This design comes from an exercise in tuning for small area on the open sky130 flow, not from production work. In this exercise RTL edits were held to simulation tests only and were not proved equivalent to the original. No activity file was given, so power comes from the tool's default toggle rates.

## flow/flow/map.sh

```bash
#!/bin/bash
# usage: map.sh HAND.v OUT.v LOG  (run from anywhere)
set -euo pipefail
D=$(cd "$(dirname "$0")" && pwd)
LIB=${FLOW_HOME:-/OpenROAD-flow-scripts/flow}/platforms/sky130hd/lib/sky130_fd_sc_hd__tt_025C_1v80.lib
DU=""
for c in $(sed -n '/^export DONT_USE_CELLS/,/^$/p' ${FLOW_HOME:-/OpenROAD-flow-scripts/flow}/platforms/sky130hd/config.mk | grep -o 'sky130_fd_sc_hd__[a-z0-9_]*'); do DU="$DU -dont_use $c"; done
sed -e "s#LIBFILE#$LIB#g" -e "s#HANDV#$1#" -e "s#OUTV#$2#" -e "s#DONTUSE#$DU#" -e "s#ABCSCRIPT#$D/area.abc#" $D/map.ys > $3.ys
yosys -s $3.ys > $3 2>&1
```

## flow/flow/area.abc

```
strash; &get -n; &fraig -x; &put; scorr; dc2; dch -f; amap; topo
```

## flow/standard.sh

```bash
#!/bin/bash
# synth_recipe.tcl (not shown) runs the flow's synth.tcl, then flattens the netlist and writes it again
# the make line also repeats each setting of config.mk as NAME=value (left out here)
make -C /OpenROAD-flow-scripts/flow DESIGN_CONFIG=/design/flow/config.mk WORK_HOME=/design/flow/orfs CLKGATE_MAP_FILE= SYNTH_SCRIPT=/design/flow/synth_recipe.tcl "${@:-finish}"
```

## flow/flow/seg7.v

```verilog

module seg7_cells(hex, seg);
  input [3:0] hex;
  wire [3:0] hex;
  output [6:0] seg;
  wire [6:0] seg;
  wire _00_;
  wire _01_;
  wire _02_;
  wire _03_;
  wire _04_;
  wire _05_;
  wire _06_;
  wire _07_;
  wire _08_;
  wire _09_;
  wire _10_;
  wire _11_;
  wire _12_;
  wire _13_;
  wire _14_;
  wire _15_;
  wire _16_;
  sky130_fd_sc_hd__clkinv_1 _17_ (
    .A(hex[3]),
    .Y(_00_)
  );
  sky130_fd_sc_hd__nand2_1 _18_ (
    .A(_00_),
    .B(hex[0]),
    .Y(_01_)
  );
  sky130_fd_sc_hd__clkinv_1 _19_ (
    .A(hex[0]),
    .Y(_02_)
  );
  sky130_fd_sc_hd__nor2_1 _20_ (
    .A(hex[2]),
    .B(_02_),
    .Y(_03_)
  );
  sky130_fd_sc_hd__a21oi_1 _21_ (
    .A1(_00_),
    .A2(hex[2]),
    .B1(_03_),
    .Y(_04_)
  );
  sky130_fd_sc_hd__a21o_2 _22_ (
    .A1(hex[1]),
    .A2(_01_),
    .B1(_04_),
    .X(seg[4])
  );
  sky130_fd_sc_hd__clkinv_1 _23_ (
    .A(hex[1]),
    .Y(_05_)
  );
  sky130_fd_sc_hd__clkinv_1 _24_ (
    .A(hex[2]),
    .Y(_06_)
  );
  sky130_fd_sc_hd__nor2_1 _25_ (
    .A(hex[0]),
    .B(_06_),
    .Y(_07_)
  );
  sky130_fd_sc_hd__nor2_1 _26_ (
    .A(_03_),
    .B(_07_),
    .Y(_08_)
  );
  sky130_fd_sc_hd__clkinv_1 _27_ (
    .A(_08_),
    .Y(_09_)
  );
  sky130_fd_sc_hd__a211oi_1 _28_ (
    .A1(_00_),
    .A2(_06_),
    .B1(_05_),
    .C1(_09_),
    .Y(_10_)
  );
  sky130_fd_sc_hd__a31oi_1 _29_ (
    .A1(_00_),
    .A2(_05_),
    .A3(_09_),
    .B1(_10_),
    .Y(seg[3])
  );
  sky130_fd_sc_hd__a21oi_1 _30_ (
    .A1(hex[3]),
    .A2(hex[0]),
    .B1(_06_),
    .Y(_11_)
  );
  sky130_fd_sc_hd__nor3_1 _31_ (
    .A(_00_),
    .B(_02_),
    .C(_05_),
    .Y(_12_)
  );
  sky130_fd_sc_hd__a21oi_1 _32_ (
    .A1(seg[3]),
    .A2(_11_),
    .B1(_12_),
    .Y(seg[1])
  );
  sky130_fd_sc_hd__o21ai_0 _33_ (
    .A1(hex[3]),
    .A2(_05_),
    .B1(seg[1]),
    .Y(_13_)
  );
  sky130_fd_sc_hd__nand2_1 _34_ (
    .A(_13_),
    .B(_04_),
    .Y(seg[2])
  );
  sky130_fd_sc_hd__nor2_1 _35_ (
    .A(hex[3]),
    .B(_05_),
    .Y(_14_)
  );
  sky130_fd_sc_hd__a21oi_1 _36_ (
    .A1(_06_),
    .A2(_01_),
    .B1(_13_),
    .Y(_15_)
  );
  sky130_fd_sc_hd__o22ai_1 _37_ (
    .A1(hex[0]),
    .A2(_06_),
    .B1(_14_),
    .B2(_15_),
    .Y(seg[5])
  );
  sky130_fd_sc_hd__a21oi_1 _38_ (
    .A1(_06_),
    .A2(_12_),
    .B1(_15_),
    .Y(seg[0])
  );
  sky130_fd_sc_hd__a21oi_1 _39_ (
    .A1(_00_),
    .A2(hex[2]),
    .B1(hex[1]),
    .Y(_16_)
  );
  sky130_fd_sc_hd__o22ai_1 _40_ (
    .A1(_00_),
    .A2(_07_),
    .B1(_16_),
    .B2(_10_),
    .Y(seg[6])
  );
endmodule
```

## flow/design.v

```verilog
`timescale 1ns / 1ps
module ALU(
    input [7:0] A,
    input [7:0] B,
    output [7:0] Y
    );    
    assign Y = A + B;
endmodule
module ControlUnit(
    input  [1:0] op,
    input        reset,
    output       isAdd,
    output       isLoad,
    output       isStore,
    output       isJump
    );
    assign isAdd   = ~reset & (op == 2'b00);
    assign isLoad  = ~reset & (op == 2'b01);
    assign isStore = ~reset & (op == 2'b10);
    assign isJump  = ~reset & (op == 2'b11);
endmodule
module DataMemory(
    input        clk,
    input        reset,
    input  [4:0] index,
    input  [7:0] writeData,
    input        MemWrite,
    input        MemRead,
    output [7:0] readData
    );
    wire [7:0] rd_terms [0:31];
    genvar g, b;
    generate
        for (g = 0; g < 32; g = g + 1) begin : word
            localparam [7:0] INIT = (g < 16) ? g : (8'd0 - (g - 16));
            reg  [7:0] q;
            wire       hit  = (index == g);
            wire       wr   = MemWrite & hit;
            wire       hold = ~(wr | reset);
            always @(posedge clk)
                q <= ({8{wr}} & writeData) | ({8{hold}} & q) | ({8{reset}} & INIT);
            assign rd_terms[g] = {8{hit & MemRead}} & q;
        end
    endgenerate
    reg [7:0] acc;
    integer k;
    always @(*) begin
        acc = 8'd0;
        for (k = 0; k < 32; k = k + 1)
            acc = acc | rd_terms[k];
    end
    assign readData = acc;
endmodule
module Hex_to_7seg(
    input  [3:0] hex,
    output [6:0] seg
    );
    wire [15:0] d = 16'd1 << hex;    
    assign seg[0] = |(d & 16'b1101_0111_1110_1101);  
    assign seg[1] = |(d & 16'b0010_0111_1001_1111);  
    assign seg[2] = |(d & 16'b0010_1111_1111_1011);  
    assign seg[3] = |(d & 16'b0111_1011_0110_1101);  
    assign seg[4] = |(d & 16'b1111_1101_0100_0101);  
    assign seg[5] = |(d & 16'b1101_1111_0111_0001);  
    assign seg[6] = |(d & 16'b1110_1111_0111_1100);  
endmodule
module ProgramCounter(
    input            clk,
    input            reset,
    input            isJump,
    input      [1:0] rd,
    output reg [7:0] PC
    );
    wire [7:0] step = isJump ? ({{6{rd[1]}}, rd} + 8'd1) : 8'd1;
    wire [7:0] next = PC + step;
    always @(posedge clk)
        PC <= next & {8{~reset}};
endmodule
module RegisterFile(
    input        clk,
    input        reset,
    input  [1:0] rs, rt, rd,
    input  [7:0] writeData,
    input        RegWrite,
    output [7:0] rsData, rtData
    );
    wire [7:0] r [0:3];
    genvar g;
    generate
        for (g = 0; g < 4; g = g + 1) begin : reg_
            reg  [7:0] q;
            wire       wr   = RegWrite & (rd == g);
            wire       hold = ~(wr | reset);
            always @(posedge clk)
                q <= ({8{wr}} & writeData) | ({8{hold}} & q);
            assign r[g] = q;
        end
    endgenerate
    assign rsData = r[rs];
    assign rtData = r[rt];
endmodule
module Microprocessor(
    input oscillator,
    input reset,
    input [7:0] instruction,
    output [6:0] seg1,
    output [6:0] seg2,
    output [6:0] seg3,
    output [6:0] seg4,
    output [7:0] PC
);
    wire [1:0] op = instruction[7:6];
    wire [1:0] rs = instruction[5:4];
    wire [1:0] rt = instruction[3:2];
    wire [1:0] rd = instruction[1:0];
    wire isAdd, isLoad, isStore, isJump;
    wire [7:0] rsData, rtData, sum, memData, wd;
    ControlUnit cu(.op(op), .reset(reset), .isAdd(isAdd), .isLoad(isLoad),
                   .isStore(isStore), .isJump(isJump));
    RegisterFile rf(.clk(oscillator), .reset(reset), .rs(rs), .rt(rt),
                    .rd(isAdd ? rd : rt), .writeData(wd),
                    .RegWrite(isAdd | isLoad),
                    .rsData(rsData), .rtData(rtData));
    ALU alu(.A(rsData), .B(rtData), .Y(sum));
    wire [4:0] index = rsData[4:0] + {{3{rd[1]}}, rd};
    DataMemory dm(.clk(oscillator), .reset(reset), .index(index),
                  .writeData(wd), .MemWrite(isStore), .MemRead(isLoad),
                  .readData(memData));
    assign wd = ({8{isAdd}} & sum) | memData | ({8{isStore}} & rtData) |
                ({8{isJump}} & {6'b000000, rd});
    ProgramCounter pc(.clk(oscillator), .reset(reset), .isJump(isJump),
                      .rd(rd), .PC(PC));
    Hex_to_7seg display1(.hex(wd[7:4]), .seg(seg1));
    Hex_to_7seg display2(.hex(wd[3:0]), .seg(seg2));
    Hex_to_7seg display3(.hex(PC[7:4]), .seg(seg3));
    Hex_to_7seg display4(.hex(PC[3:0]), .seg(seg4));
endmodule
```

## flow/constraint.sdc

```tcl
create_clock -name core_clock -period 10.0 [get_ports {oscillator}]
set_input_delay 2.0000 -clock core_clock [delete_from_list [all_inputs] [get_ports {oscillator}]]
set_output_delay 2.0000 -clock core_clock [all_outputs]
set_load 0.01 [all_outputs]
```

## flow/flow/run.sh

```bash
#!/bin/bash
# Own layout flow: the standard synthesis, then the combinational logic
# is rebuilt from a structural netlist (gen.py: memory, register file, read
# multiplexers, index decode and adders as sky130hd cells, the seven-segment
# decoders from seg7.v/seg7f.v, the remaining small decoders mapped by
# Yosys/ABC with an area script; map.sh). The registers keep the standard
# synthesis's names and cell types. The rest is the standard layout,
# with port buffers of buf_1 and a clock tree of clkbuf_4 without dummy loads.
# Each tool's output goes to its own log here (std_synth.log, gen.log,
# map.log, layout.log; ORFS's own logs under orfs/logs).
set -euo pipefail
cd "$(dirname "$0")/.."
W=$PWD
R=$W/orfs/results/${FLOW_PLATFORM:-sky130hd}/Microprocessor/base

bash standard.sh synth > $W/std_synth.log 2>&1
cp $R/1_2_yosys.v $W/std_1_2_yosys.v
python3 flow/gen.py $W/std_1_2_yosys.v $W/hand.v > $W/gen.log 2>&1
bash flow/map.sh $W/hand.v $W/mapped.v $W/map.log
cp $W/mapped.v $R/1_2_yosys.v
rm -f $R/1_synth.odb

bash standard.sh \
  "BUFFER_PORTS_ARGS=-buffer_cell sky130_fd_sc_hd__buf_1" \
  "CTS_ARGS=-sink_clustering_enable -repair_clock_nets -dont_use_dummy_load -buf_list sky130_fd_sc_hd__clkbuf_4 -sink_clustering_size 10 -sink_clustering_max_diameter 40" \
  finish > $W/layout.log 2>&1
```

## flow/flow/map.ys

```
# Map the assign statements of the structural netlist to sky130hd cells.
# The netlist's own cell instances are library blackboxes and stay as they are.
read_liberty -lib -ignore_miss_dir -setattr blackbox LIBFILE
read_verilog -defer HANDV
hierarchy -check -top Microprocessor
proc
flatten
opt -purge
techmap
opt -fast -purge
abc -liberty LIBFILE DONTUSE -script ABCSCRIPT
opt_clean -purge
setundef -zero
splitnets
opt_clean -purge
hilomap -singleton -hicell sky130_fd_sc_hd__conb_1 HI -locell sky130_fd_sc_hd__conb_1 LO
insbuf -buf sky130_fd_sc_hd__buf_1 A X
check -assert
stat -liberty LIBFILE
write_verilog -noexpr -nohex -nodec -noattr OUTV
```

## flow/config.mk

```make
export PLATFORM = sky130hd
export DESIGN_NAME = Microprocessor
export DESIGN_NICKNAME = Microprocessor
export VERILOG_FILES = /design/flow/design.v
export SDC_FILE = /design/flow/constraint.sdc
export NUM_CORES = 4
export LEC_CHECK = 0
export ABC_AREA = 1
export CAP_MARGIN = 5
export CORE_MARGIN = 2
export CORE_UTILIZATION = 45
export GPL_TIMING_DRIVEN = 0
export SLEW_MARGIN = 5
```

## flow/flow/seg7f.v

```verilog

module seg7_fast(hex, seg);
  input [3:0] hex;
  wire [3:0] hex;
  output [6:0] seg;
  wire [6:0] seg;
  wire _00_;
  wire _01_;
  wire _02_;
  wire _03_;
  wire _04_;
  wire _05_;
  wire _06_;
  wire _07_;
  wire _08_;
  wire _09_;
  wire _10_;
  wire _11_;
  wire _12_;
  wire _13_;
  wire _14_;
  wire _15_;
  wire _16_;
  wire _17_;
  wire _18_;
  wire _19_;
  wire _20_;
  wire _21_;
  wire _22_;
  wire _23_;
  wire _24_;
  sky130_fd_sc_hd__o21ai_0 _25_ (
    .A1(hex[1]),
    .A2(hex[2]),
    .B1(hex[3]),
    .Y(_00_)
  );
  sky130_fd_sc_hd__clkinv_1 _26_ (
    .A(hex[2]),
    .Y(_01_)
  );
  sky130_fd_sc_hd__nor2_1 _27_ (
    .A(hex[3]),
    .B(_01_),
    .Y(_02_)
  );
  sky130_fd_sc_hd__clkinv_1 _28_ (
    .A(hex[1]),
    .Y(_03_)
  );
  sky130_fd_sc_hd__a22oi_1 _29_ (
    .A1(_00_),
    .A2(hex[0]),
    .B1(_02_),
    .B2(_03_),
    .Y(seg[4])
  );
  sky130_fd_sc_hd__nand2_1 _30_ (
    .A(hex[3]),
    .B(hex[2]),
    .Y(_04_)
  );
  sky130_fd_sc_hd__a21oi_1 _31_ (
    .A1(_03_),
    .A2(hex[0]),
    .B1(_04_),
    .Y(_05_)
  );
  sky130_fd_sc_hd__clkinv_1 _32_ (
    .A(hex[3]),
    .Y(_06_)
  );
  sky130_fd_sc_hd__nand2_1 _33_ (
    .A(_06_),
    .B(_01_),
    .Y(_07_)
  );
  sky130_fd_sc_hd__nor3_1 _34_ (
    .A(hex[0]),
    .B(_03_),
    .C(_07_),
    .Y(_08_)
  );
  sky130_fd_sc_hd__nor2_1 _35_ (
    .A(_05_),
    .B(_08_),
    .Y(seg[2])
  );
  sky130_fd_sc_hd__nand2_1 _36_ (
    .A(_01_),
    .B(hex[0]),
    .Y(_09_)
  );
  sky130_fd_sc_hd__nand2_1 _37_ (
    .A(_09_),
    .B(_03_),
    .Y(_10_)
  );
  sky130_fd_sc_hd__clkinv_1 _38_ (
    .A(hex[0]),
    .Y(_11_)
  );
  sky130_fd_sc_hd__nand2_1 _39_ (
    .A(_11_),
    .B(hex[2]),
    .Y(_12_)
  );
  sky130_fd_sc_hd__nand2_1 _40_ (
    .A(_03_),
    .B(hex[0]),
    .Y(_13_)
  );
  sky130_fd_sc_hd__nor2_1 _41_ (
    .A(_04_),
    .B(_13_),
    .Y(_14_)
  );
  sky130_fd_sc_hd__a31oi_1 _42_ (
    .A1(_10_),
    .A2(_06_),
    .A3(_12_),
    .B1(_14_),
    .Y(seg[5])
  );
  sky130_fd_sc_hd__o21ai_0 _43_ (
    .A1(hex[3]),
    .A2(_11_),
    .B1(_03_),
    .Y(_15_)
  );
  sky130_fd_sc_hd__nand2_1 _44_ (
    .A(hex[0]),
    .B(hex[1]),
    .Y(_16_)
  );
  sky130_fd_sc_hd__a21oi_1 _45_ (
    .A1(_12_),
    .A2(_16_),
    .B1(_06_),
    .Y(_17_)
  );
  sky130_fd_sc_hd__a31oi_1 _46_ (
    .A1(hex[2]),
    .A2(_15_),
    .A3(_16_),
    .B1(_17_),
    .Y(seg[1])
  );
  sky130_fd_sc_hd__nand2_1 _47_ (
    .A(_09_),
    .B(_12_),
    .Y(_18_)
  );
  sky130_fd_sc_hd__nor2_1 _48_ (
    .A(hex[3]),
    .B(hex[1]),
    .Y(_19_)
  );
  sky130_fd_sc_hd__nand3_1 _49_ (
    .A(_11_),
    .B(_01_),
    .C(hex[3]),
    .Y(_20_)
  );
  sky130_fd_sc_hd__o21ai_0 _50_ (
    .A1(_11_),
    .A2(_01_),
    .B1(_20_),
    .Y(_21_)
  );
  sky130_fd_sc_hd__a22oi_1 _51_ (
    .A1(_18_),
    .A2(_19_),
    .B1(_21_),
    .B2(hex[1]),
    .Y(seg[3])
  );
  sky130_fd_sc_hd__nand2_1 _52_ (
    .A(_07_),
    .B(_04_),
    .Y(_22_)
  );
  sky130_fd_sc_hd__o21ai_0 _53_ (
    .A1(hex[2]),
    .A2(_06_),
    .B1(hex[1]),
    .Y(_23_)
  );
  sky130_fd_sc_hd__o221ai_1 _54_ (
    .A1(hex[0]),
    .A2(_02_),
    .B1(_13_),
    .B2(_22_),
    .C1(_23_),
    .Y(seg[0])
  );
  sky130_fd_sc_hd__o211ai_1 _55_ (
    .A1(hex[0]),
    .A2(_04_),
    .B1(_16_),
    .C1(_07_),
    .Y(_24_)
  );
  sky130_fd_sc_hd__o21ai_0 _56_ (
    .A1(_03_),
    .A2(_02_),
    .B1(_24_),
    .Y(seg[6])
  );
endmodule
```

## flow/flow/gen.py

```python
#!/usr/bin/env python3
"""Write a structural netlist of Microprocessor: the memory, register file,
read multiplexers and adders as sky130hd cells, the small decoders as
assign statements for Yosys/ABC to map. Register instance names and cell
types are taken from the standard synthesis netlist given as argv[1].
usage: gen.py STD_NETLIST OUT.v"""
import re
import sys

std = open(sys.argv[1]).read()
flops = re.findall(r'(sky130_fd_sc_hd__\w*df\w*)\s+(\\\S+)\s*\(', std)
names = {}
for typ, name in flops:
    assert typ == 'sky130_fd_sc_hd__dfxtp_1', (typ, name)
    m = re.match(r'\\dm\.word\[(\d+)\]\.q\[(\d)\]\$_DFF_P_$', name)
    if m:
        names[('m', int(m.group(1)), int(m.group(2)))] = name
        continue
    m = re.match(r'\\rf\.reg_\[(\d)\]\.q\[(\d)\]\$_DFF_P_$', name)
    if m:
        names[('r', int(m.group(1)), int(m.group(2)))] = name
        continue
    m = re.match(r'\\pc\.PC\[(\d)\]\$_DFF_P_$', name)
    if m:
        names[('p', 0, int(m.group(1)))] = name
        continue
    raise SystemExit('unknown register ' + name)
assert len(names) == 296 and len(flops) == 296, len(names)

P = 'sky130_fd_sc_hd__'
out = []
cnt = [0]


def cell(typ, **pins):
    cnt[0] += 1
    conn = ', '.join('.%s(%s)' % (k, v) for k, v in pins.items())
    out.append('  %s%s u%d (%s);' % (P, typ, cnt[0], conn))


def init(g):
    return g if g < 16 else (-(g - 16)) & 0xFF


w = out.append
w('module Microprocessor(oscillator, reset, instruction, seg1, seg2, seg3, seg4, PC);')
w('  input oscillator; input reset; input [7:0] instruction;')
w('  output [6:0] seg1; output [6:0] seg2; output [6:0] seg3; output [6:0] seg4;')
w('  output [7:0] PC;')
# state
for g in range(32):
    w('  wire [7:0] m%d, md%d;' % (g, g))
for k in range(4):
    w('  wire [7:0] r%d, rd%d;' % (k, k))
w('  wire [7:0] pcd, pcs;')
w('  assign PC = pcq;')
w('  wire [7:0] pcq;')
w('  wire [1:0] op = instruction[7:6];')
w('  wire [1:0] rs = instruction[5:4];')
w('  wire [1:0] rt = instruction[3:2];')
w('  wire [1:0] rdf = instruction[1:0];')
# control (ABC)
w('  wire isAdd = ~reset & (op == 2\'b00);')
w('  wire isLoad = ~reset & (op == 2\'b01);')
w('  wire isStore = ~reset & (op == 2\'b10);')
w('  wire isJump = ~reset & (op == 2\'b11);')
w('  wire [3:0] rso = 4\'b0001 << rs;')
w('  wire [3:0] rto = 4\'b0001 << rt;')
# register read ports (cells)
w('  wire [7:0] a, b, a0n, a1n, b0n, b1n;')
for bit in range(8):
    cell('a22oi_1', A1='rso[0]', A2='r0[%d]' % bit, B1='rso[1]', B2='r1[%d]' % bit, Y='a0n[%d]' % bit)
    cell('a22oi_1', A1='rso[2]', A2='r2[%d]' % bit, B1='rso[3]', B2='r3[%d]' % bit, Y='a1n[%d]' % bit)
    cell('nand2_1', A='a0n[%d]' % bit, B='a1n[%d]' % bit, Y='a[%d]' % bit)
    cell('a22oi_1', A1='rto[0]', A2='r0[%d]' % bit, B1='rto[1]', B2='r1[%d]' % bit, Y='b0n[%d]' % bit)
    cell('a22oi_1', A1='rto[2]', A2='r2[%d]' % bit, B1='rto[3]', B2='r3[%d]' % bit, Y='b1n[%d]' % bit)
    cell('nand2_1', A='b0n[%d]' % bit, B='b1n[%d]' % bit, Y='b[%d]' % bit)
# ALU: ripple carry a + b
w('  wire [7:0] sum; wire [8:0] ac;')
cell('ha_1', A='a[0]', B='b[0]', COUT='ac[1]', SUM='sum[0]')
for bit in range(1, 8):
    cell('fa_1', A='a[%d]' % bit, B='b[%d]' % bit, CIN='ac[%d]' % bit, COUT='ac[%d]' % (bit + 1), SUM='sum[%d]' % bit)
# memory index idx = a[4:0] + sext(rd). The low two bits come from a half
# and a full adder; the high three bits are a[4:2] + delta with
# delta = c2 - rd[1] in {-1, 0, +1}, so their one-hot decode is the
# one-hot decode of a[4:2] rotated by delta (no carry chain).
w('  wire [1:0] idx; wire [2:1] ic;')
cell('ha_1', A='a[0]', B='rdf[0]', COUT='ic[1]', SUM='idx[0]')
cell('fa_1', A='a[1]', B='rdf[1]', CIN='ic[1]', COUT='ic[2]', SUM='idx[1]')
w('  wire [1:0] idx_n; wire [4:2] a_n;')
w('  wire [3:0] loL_n, loW, loW_n;')
w('  wire [7:0] oh, hi_n, hiW, hiW_n;')
w('  wire d0, dp, dm;')
for k in range(2):
    cell('inv_1', A='idx[%d]' % k, Y='idx_n[%d]' % k)
for k in range(2, 5):
    cell('inv_1', A='a[%d]' % k, Y='a_n[%d]' % k)


def lit(k, v):
    return ('idx[%d]' if v else 'idx_n[%d]') % k


def nlit(k, v):
    # the literal that is 0 when a[k] == v
    return ('a_n[%d]' if v else 'a[%d]') % k


for j in range(4):
    cell('nand3_1', A='isLoad', B=lit(1, j >> 1), C=lit(0, j & 1), Y='loL_n[%d]' % j)
    cell('a31oi_1', A1='isStore', A2=lit(1, j >> 1), A3=lit(0, j & 1), B1='reset', Y='loW_n[%d]' % j)
    cell('inv_1', A='loW_n[%d]' % j, Y='loW[%d]' % j)
cell('xnor2_1', A='ic[2]', B='rdf[1]', Y='d0')
cell('nor2b_1', A='rdf[1]', B_N='ic[2]', Y='dp')
cell('nor2b_1', A='ic[2]', B_N='rdf[1]', Y='dm')
for i in range(8):
    cell('nor3_1', A=nlit(4, i >> 2), B=nlit(3, (i >> 1) & 1), C=nlit(2, i & 1), Y='oh[%d]' % i)
for i in range(8):
    cell('a222oi_1', A1='d0', A2='oh[%d]' % i, B1='dp', B2='oh[%d]' % ((i - 1) % 8),
         C1='dm', C2='oh[%d]' % ((i + 1) % 8), Y='hi_n[%d]' % i)
    cell('nor2b_1', A='reset', B_N='hi_n[%d]' % i, Y='hiW_n[%d]' % i)
    cell('nand2b_1', A_N='reset', B='hi_n[%d]' % i, Y='hiW[%d]' % i)
w('  wire [31:0] hit, W1, H;')
for g in range(32):
    cell('nor2_1', A='loL_n[%d]' % (g % 4), B='hi_n[%d]' % (g // 4), Y='hit[%d]' % g)
    cell('nor2_1', A='loW_n[%d]' % (g % 4), B='hiW_n[%d]' % (g // 4), Y='W1[%d]' % g)
    cell('nand2_1', A='loW[%d]' % (g % 4), B='hiW[%d]' % (g // 4), Y='H[%d]' % g)
# value bus wd: NAND of inverted terms
w('  wire [7:0] wd, wd1;')
w('  assign wd1 = wd | {8{reset}};')
for bit in range(8):
    terms = []
    for j in range(11):
        t = 'mt%d_%d' % (bit, j)
        w('  wire %s;' % t)
        terms.append(t)
        gs = list(range(3 * j, min(3 * j + 3, 32)))
        pins = {}
        for letter, g in zip('ABC', gs):
            pins[letter + '1'] = 'hit[%d]' % g
            pins[letter + '2'] = 'm%d[%d]' % (g, bit)
        if len(gs) == 3:
            cell('a222oi_1', Y=t, **pins)
        else:
            cell('a22oi_1', Y=t, **pins)
    t = 'ot%d' % bit
    w('  wire %s;' % t)
    terms.append(t)
    if bit < 2:
        cell('a222oi_1', A1='isAdd', A2='sum[%d]' % bit, B1='isStore', B2='b[%d]' % bit,
             C1='isJump', C2='rdf[%d]' % bit, Y=t)
    else:
        cell('a22oi_1', A1='isAdd', A2='sum[%d]' % bit, B1='isStore', B2='b[%d]' % bit, Y=t)
    w('  wire [2:0] wp%d;' % bit)
    for q in range(3):
        cell('nand4_1', A=terms[4 * q], B=terms[4 * q + 1], C=terms[4 * q + 2], D=terms[4 * q + 3],
             Y='wp%d[%d]' % (bit, q))
    cell('or3_1', A='wp%d[0]' % bit, B='wp%d[1]' % bit, C='wp%d[2]' % bit, X='wd[%d]' % bit)
# memory cells
for g in range(32):
    for bit in range(8):
        data = 'wd1[%d]' % bit if (init(g) >> bit) & 1 else 'wd[%d]' % bit
        cell('a22o_1', A1='W1[%d]' % g, A2=data, B1='H[%d]' % g, B2='m%d[%d]' % (g, bit), X='md%d[%d]' % (g, bit))
# register file write strobes (ABC) and cells
w('  wire RegWrite = isAdd | isLoad;')
w('  wire [1:0] dest = isAdd ? rdf : rt;')
w('  wire [3:0] rW1 = ({4{RegWrite}} & (4\'b0001 << dest)) | {4{reset}};')
w('  wire [3:0] rH = ~rW1;')
for k in range(4):
    for bit in range(8):
        cell('a22o_1', A1='rW1[%d]' % k, A2='wd[%d]' % bit, B1='rH[%d]' % k, B2='r%d[%d]' % (k, bit), X='rd%d[%d]' % (k, bit))
# program counter: PC + K, K = 1, or for JUMP 1 + sext(rd)
w('  wire k0 = ~isJump | ~rdf[0];')                  # rd = 0, 2 -> bit0 of 1+s is 1
w('  wire k1 = isJump & (rdf[0] ^ rdf[1]);')          # rd = 1 (2), rd = 2 (-1 = ff)
w('  wire kd = isJump & rdf[1] & ~rdf[0];')           # rd = 2 -> -1
w('  wire [8:0] pc_c;')
cell('ha_1', A='pcq[0]', B='k0', COUT='pc_c[1]', SUM='pcs[0]')
cell('fa_1', A='pcq[1]', B='k1', CIN='pc_c[1]', COUT='pc_c[2]', SUM='pcs[1]')
for bit in range(2, 8):
    cell('fa_1', A='pcq[%d]' % bit, B='kd', CIN='pc_c[%d]' % bit, COUT='pc_c[%d]' % (bit + 1), SUM='pcs[%d]' % bit)
w('  assign pcd = pcs & {8{~reset}};')
# seven-segment decoders: fixed cell netlists, a shallow one (seg7f.v) for the
# value bus, which ends the longest paths, and a smaller one (seg7.v) for PC
w('  seg7_fast d1 (.hex(wd[7:4]), .seg(seg1));')
w('  seg7_fast d2 (.hex(wd[3:0]), .seg(seg2));')
w('  seg7_cells d3 (.hex(pcq[7:4]), .seg(seg3));')
w('  seg7_cells d4 (.hex(pcq[3:0]), .seg(seg4));')
# flip-flops
for (kind, i, bit), name in sorted(names.items()):
    if kind == 'm':
        d, q = 'md%d[%d]' % (i, bit), 'm%d[%d]' % (i, bit)
    elif kind == 'r':
        d, q = 'rd%d[%d]' % (i, bit), 'r%d[%d]' % (i, bit)
    else:
        d, q = 'pcd[%d]' % bit, 'pcq[%d]' % bit
    out.append('  %sdfxtp_1 %s (.CLK(oscillator), .D(%s), .Q(%s));' % (P, name, d, q))
w('endmodule')
here = __file__.rsplit('/', 1)[0] + '/' if '/' in __file__ else ''
seg7 = open(here + 'seg7.v').read() + open(here + 'seg7f.v').read()
open(sys.argv[2], 'w').write('\n'.join(out) + '\n' + seg7)
```

==> impl_metrics.tcl, run 1 <==
set metrics [dict create \
    dieArea_mm2 0.0273 \
    required_ns 8.00 \
    cp_slowest_cell "or3_2" \
    hold_violations 0 \
    r2r_setup_slack_ns 3.73 \
    hold-path-cell-count 1 \
    fmax_mhz 104 \
    fin_ws_ns 0.362 \
    power_density_mw_per_mm2 207 \
    fillers 2343 \
    crit_path_frequent_cell "fa_1" \
    fin_crit_sh 0.964 \
    cts_sinks 296 \
    drt-initial-drc-count 1405 \
    ys_warn_count 3 \
    grt_pass1_vias 9532 \
    clkTransAtPathRegs_ns 0.07 \
    seq_power_share 0.578 \
    rsz0062_at_grt "false" \
    synthesis.area_mm2 0.0117 \
    finClkSkew_ns 0.0664 \
    grt_max_degree 42 \
    io_buffers 45 \
    worst_pin_slew_ns 1.32 \
    cts_setup_buffers 0 \
    fp-row-count 58 \
    dp_hpwl_mm 23.5 \
    ctsHoldBuffers 0 \
    critPathBufInv 2 \
    slew_viol_final 0 \
    syn_nets 1119 \
    min_path_type "reg -> reg" \
    vias 10314 \
    die_w_um 165 \
    syn_inst 1091 \
    worst_setup_path_end_kind "primary output" \
    nets 1212 \
    slew_headroom 0.120 \
    dr.pass1.iters 9 \
    gr-usage-all-layers 0.269 \
    p_total_w 0.00262 \
    drive_gt1_frac 0.0482 \
    setup_violations 0 \
    die_h_um 165 \
    p_comb_frac 0.204 \
    clkPwrFrac 0.218 \
    dpl_worst_slack_ns -0.0528 \
    p_int_w 0.00180 \
    viasPerCell 6.82 \
    grt_pass1_wl_mm 56.1 \
    ctsLongestPathBuffers 3 \
    startpoint_type "input pin" \
    ir_drop_uv 99.8 \
    worst_path_largest_cell_delay_ns 0.82 \
    outcome "complete, no violations" \
    ant_nets 0 \
    drc 0 \
    critPathMaxFanout 29 \
    switchingPower_w 0.000826 \
    finalWirelength_mm 36.9 \
    cp.arrival_ns 7.64 \
    avgRoutedWirePerCell_um 24.4 \
    syn_avg_cell_area_um2 10.7 \
    num_io_pins 46 \
    synthToLayoutAreaGrowth_pct 8.46 \
    initial_core_util 0.462 \
    p_leak_nw 4.94 \
    antenna_found_initial 1 \
    cts_root_buf "clkbuf_4" \
    post_cts_resized 1 \
    core_mm2 0.0253 \
    max_cap_viol_count 0 \
    crit_type "in -> out" \
    cp.depth 19 \
    cts_tree "built" \
    clkLatencyLatePin_ns 0.68 \
    grt_overflow_total 0 \
    htreeDepth 2 \
    globalplace.congestion 0.906 \
    path_cells "buf_1, nor2_1, a22oi_1, nand2_1, ha_1, fa_1, fa_1, fa_1, fa_1, fa_1, fa_1, fa_1, a22oi_1, nand4_1, or3_2, nand2_1, nand2_1, o221ai_1, buf_1" \
    min_period_ns 9.64 \
    switching_share 0.315 \
    critical_path.top_delay_family "adder cells" \
    rr_worst_depth 12 \
    cts_buffers 42 \
]
worst paths after layout:
path | start | endpoint
worst max register to register | rf.reg_[2].q[0] | dm.word[19].q[3]
worst max-delay path | instruction[2] | seg1[0]
worst min-delay path | dm.word[18].q[2] | dm.word[18].q[2]
worst min register to register | dm.word[18].q[2] | dm.word[18].q[2]
worst reg2reg max path: stages, from the launching register on:
cell and delay [ns]:
dfxtp_1 0.33, a22oi_1 0.22, nand2_1 0.13, ha_1 0.22, fa_1 0.41, xnor2_1 0.28, a222oi_1 1.08, nor2_1 0.39
a222oi_1 0.62, nand4_1 0.26, or3_1 0.91, or2_0 0.87, a22o_1 0.44
cell usage in the layout (no fill, tap or decap), types with 5 or more instances in the layout:
| cell | count |
|---|---|
| dfxtp_1 | 296 |
| a22o_1 | 288 |
| a222oi_1 | 90 |
| nor2_1 | 89 |
| nand2_1 | 72 |
| a22oi_1 | 50 |
| buf_1 | 44 |
| clkbuf_4 | 42 |
| clkinv_1 | 31 |
| nand4_1 | 24 |
| nor2b_1 | 18 |
| o21ai_0 | 17 |
| a21oi_1 | 16 |
| nor3_1 | 15 |
| fa_1 | 15 |
| inv_1 | 9 |
| a31oi_1 | 8 |
| nand2b_1 | 8 |
| o22ai_1 | 7 |
| or2_0 | 6 |
| nand3_1 | 6 |
| or3_2 | 5 |
through the flow:
step                setup TNS, ns  instance area [um2]  utilization  hold slack (ns)  std cells
CTS                             0                12600        0.499            0.479       1511
detailed placement        -0.0803                12300        0.486            0.457       1469
global placement          -0.0834                12300        0.485            0.455       1466
floorplan                       0                11700            -            0.442       1091
finish                          0                12700        0.501            0.475       1513
global route                    0                12700        0.501            0.489       1513
state kept, by name, summed over array words and instances, names as in the netlist:
signal / cells
pc.PC: 8
rf.reg_.q: 32
dm.word.q: 256
layer usage:
metal | routed length, um | GRT usage | vias to the layer above
li1 | - | - | 4695
met1 | 16400 | 0.387 | 4963
met2 | 15700 | 0.396 | 544
met3 | 3340 | 0.0507 | 112
met4 | 1420 | 0.106 | 0
met5 | 0 | 0 | -
area by class of cell:
| class | count | area, um2 | area share |
|---|---|---|---|
| Sequential cell | 296 | 5930 | 0.467 |
| Multi-Input combinational cell | 755 | 5640 | 0.445 |
| Antenna cell | 1 | 2.50 | 0.000197 |
| Inverter | 40 | 150 | 0.0118 |
| Tap cell | 330 | 413 | 0.0326 |
| Clock buffer | 42 | 315 | 0.0249 |
| Timing Repair Buffer | 49 | 235 | 0.0185 |
power groups by stage:
stage,registers (W),clock network [W],logic (W)
final,0.00152,0.000573,0.000534
after global routing,0.00154,0.000636,0.000580
after CTS,0.00151,0.000591,0.000522
after detailed placement,0.00153,0,0.000520
after global placement,0.00154,0,0.000504
after floorplan,0.00150,0,0.000373
==> run 2, diff against run 1 <==
--- a/flow/flow/run.sh
+++ b/flow/flow/run.sh
@@ -22,5 +22,5 @@
 
 bash standard.sh \
   "BUFFER_PORTS_ARGS=-buffer_cell sky130_fd_sc_hd__buf_1" \
-  "CTS_ARGS=-sink_clustering_enable -repair_clock_nets -dont_use_dummy_load -buf_list sky130_fd_sc_hd__clkbuf_4 -sink_clustering_size 10 -sink_clustering_max_diameter 40" \
+  "CTS_ARGS=-sink_clustering_enable -repair_clock_nets -dont_use_dummy_load -buf_list sky130_fd_sc_hd__clkbuf_2 -sink_clustering_size 6 -sink_clustering_max_diameter 30" \
   finish > $W/layout.log 2>&1
==> run 2 against run 1 <==
Largest power group unchanged. Non-clock buffer count is 1 higher. Die area did not move. Register-to-register slack barely moved. Flip-flop and latch count did not move. Still clean. First-iteration DRC count is 4.1% higher. Critical endpoint unchanged. Via count is 1.0% higher. Highest routed layer unchanged. Core utilization is 0.20 points higher. Setup slack lost 0.034 ns. Combinational power is essentially flat.
==> impl_metrics.tcl, run 2 <==
set metrics [dict create \
    num_io_pins 46 \
    die_w_um 165 \
    outcome "complete, no violations" \
    critical_path.top_delay_family "adder cells" \
    critPathBufInv 2 \
    drive_gt1_frac 0.0718 \
    regMostFlops "dm.word.q" \
    gr-usage-all-layers 0.271 \
    hold_violations 0 \
    worst_setup_path_end_kind "primary output" \
    dp_hpwl_mm 23.5 \
    required_ns 8.00 \
    largest_register_ffs 256 \
    synthesis.area_mm2 0.0117 \
    dr.pass1.iters 14 \
    mostFrequentLayoutCell "dfxtp_1" \
    final_cells 1543 \
    max_cap_viol_count 0 \
    critPathMaxFanout 29 \
    cts_root_buf "clkbuf_2" \
    initial_core_util 0.462 \
    clkLatencyLatePin_ns 0.85 \
    avgRoutedWirePerCell_um 24.1 \
    rsz0062_at_grt "false" \
    worst_pin_slew_ns 1.38 \
    globalplace.congestion 0.906 \
    cts_sinks 296 \
    grt_pass1_wl_mm 56.5 \
    crit_type "in -> out" \
    syn_avg_cell_area_um2 10.7 \
    ys_warn_count 3 \
    rr_worst_depth 12 \
    finalWirelength_mm 37.2 \
    cts_tree "built" \
    power_density_mw_per_mm2 209 \
    viasPerCell 6.75 \
    min_path_type "reg -> reg" \
    endpoint "seg1[0]" \
    startpoint_type "input pin" \
    cts_buffers 71 \
    crit_path_frequent_cell "fa_1" \
    final_cell_mix "dfxtp_1, a22o_1, a222oi_1, nor2_1, nand2_1" \
    numPlacedInstances 1469 \
    p_leak_nw 5.05 \
    syn_inst 1091 \
    setup_violations 0 \
    drc 0 \
    finClkSkew_ns 0.102 \
    grt_pass1_vias 9689 \
    slew_viol_final 0 \
    grt_max_degree 42 \
    cp.arrival_ns 7.67 \
    vias 10420 \
    ant_nets 0 \
    cp.depth 19 \
    htreeDepth 3 \
    fmax_mhz 103 \
    drt-initial-drc-count 1462 \
    dieArea_mm2 0.0273 \
    die_h_um 165 \
    fp-row-count 58 \
    clkTransAtPathRegs_ns 0.05 \
    worstSetupStartpoint "instruction[2]" \
    grt_overflow_total 0 \
    synthToLayoutAreaGrowth_pct 8.90 \
    timing.rr.end "dm.word[19].q[2]" \
    largestRegisters "dm.word.q x256, rf.reg_.q x32, pc.PC x8" \
    antenna_found_initial 1 \
    ctsLongestPathBuffers 3 \
    min_period_ns 9.67 \
    io_buffers 45 \
    crit-reg2reg-launch "rf.reg_[2].q[0]" \
    fin_crit_sh 0.967 \
    path_cells "buf_1, nor2_1, a22oi_1, nand2_1, ha_1, fa_1, fa_1, fa_1, fa_1, fa_1, fa_1, fa_1, a22oi_1, nand4_1, or3_2, nand2_1, nand2_1, o221ai_1, buf_1" \
    cp_slowest_cell "or3_2" \
    nets 1242 \
    dpl-instance-area_mm2 0.0123 \
    core_mm2 0.0253 \
    worst_path_largest_cell_delay_ns 0.82 \
    slew_headroom 0.0810 \
    ir_drop_uv 88.6 \
    r2r_setup_slack_ns 3.74 \
    syn_nets 1119 \
    fin_area_mm2 0.0127 \
]
==> run 2: worst register-to-register path, stage by stage, from the launching register on <==
cell and delay (ns):
dfxtp_1 0.34, a22oi_1 0.22, nand2_1 0.13, ha_1 0.22
fa_1 0.41, xnor2_1 0.26, a222oi_1 1.04, nor2_1 0.39
a222oi_1 0.60, nand4_1 0.24, or3_1 0.92, or2_0 0.92
a22o_1 0.45
==> run 2: power breakdown <==
part | switching [W] | internal, W
Sequential | 0.000128 | 0.00139
Combinational | 0.000321 | 0.000216
Clock | 0.000419 | 0.000184
==> run 2: layout make-up <==
class,instances,area (um2)
Timing Repair Buffer,50,246
Clock buffer,71,355
Fill cell,2351,12600
Antenna cell,1,2.50
Sequential cell,296,5930
Inverter,40,150
Tap cell,330,413
Multi-Input combinational cell,755,5640
==> run 2: metal layers <==
metal  up-vias  track usage  part of all wire
li1       4744            -                 -
met1      5024        0.382              0.45
met2       539        0.401              0.43
met3       113       0.0624             0.082
met4         0        0.108             0.037
met5         -            0                 0
==> run 2: metrics by stage <==
stage / utilization / hold slack [ns] / setup WS [ns] / TNS (ns) / total power (W)
after global routing: 0.503 / 0.491 / 0.0534 / 0 / 0.00280
after floorplan: - / 0.442 / 1.26 / 0 / 0.00187
after detailed placement: 0.486 / 0.457 / -0.0528 / -0.0803 / 0.00205
after global placement: 0.485 / 0.455 / -0.0500 / -0.0834 / 0.00204
final: 0.503 / 0.477 / 0.328 / 0 / 0.00266
after CTS: 0.500 / 0.474 / 0.197 / 0 / 0.00265
==> run 2: repair_timing <==
item | CTS | global route
resized for setup | 1 | 0
setup endpoints to repair | 2 | 0
hold buffers | 0 | 0
setup buffers | 0 | 0
==> run 2: how the worst min path moves through the flow <==
stage	start	endpoint	slack [ns]	cells past startpoint
after floorplan	dm.word[0].q[0]	dm.word[0].q[0]	0.44	1
after global placement	dm.word[18].q[7]	dm.word[18].q[7]	0.45	1
after detailed placement	dm.word[30].q[5]	dm.word[30].q[5]	0.46	1
after CTS	dm.word[14].q[4]	dm.word[14].q[4]	0.47	1
after global routing	dm.word[0].q[7]	dm.word[0].q[7]	0.49	1
final	dm.word[14].q[4]	dm.word[14].q[4]	0.48	1

==> separate check: timing with driven ports <==
How much do the figures lean on ideal ports? The routed layouts below were timed once more, with nothing changed but the port constraints. Step 1, drivers: a clkbuf_16 drives oscillator and a buf_2 each remaining input, both assumed. Step 2 adds t to the input delays and takes it off the output delays; t is the mean of the earliest and latest rising clock arrival at the registers after step 1. Input paths then give back, and output paths get back, about the clock's delay inside the block. Three values: ideal ports, drivers, drivers and shift; two values: the first two.
run | t (ns) | setup WS [ns] | hold slack, ns | worst slew at a driven data input, ns | pins driven straight from the clock port
run 1 | 0.693 | 0.362 / 0.336 / 0.336 | 0.475 / 0.475 / 0.475 | 0.03 | 1
run 2 | 0.836 | 0.328 / 0.300 / 0.300 | 0.477 / 0.477 / 0.477 | 0.03 | 1
After both steps every run listed still meets setup and hold. For run 2, which loses most, drivers alone change the setup slack by -0.028 ns; drivers and shift together by -0.028 ns.
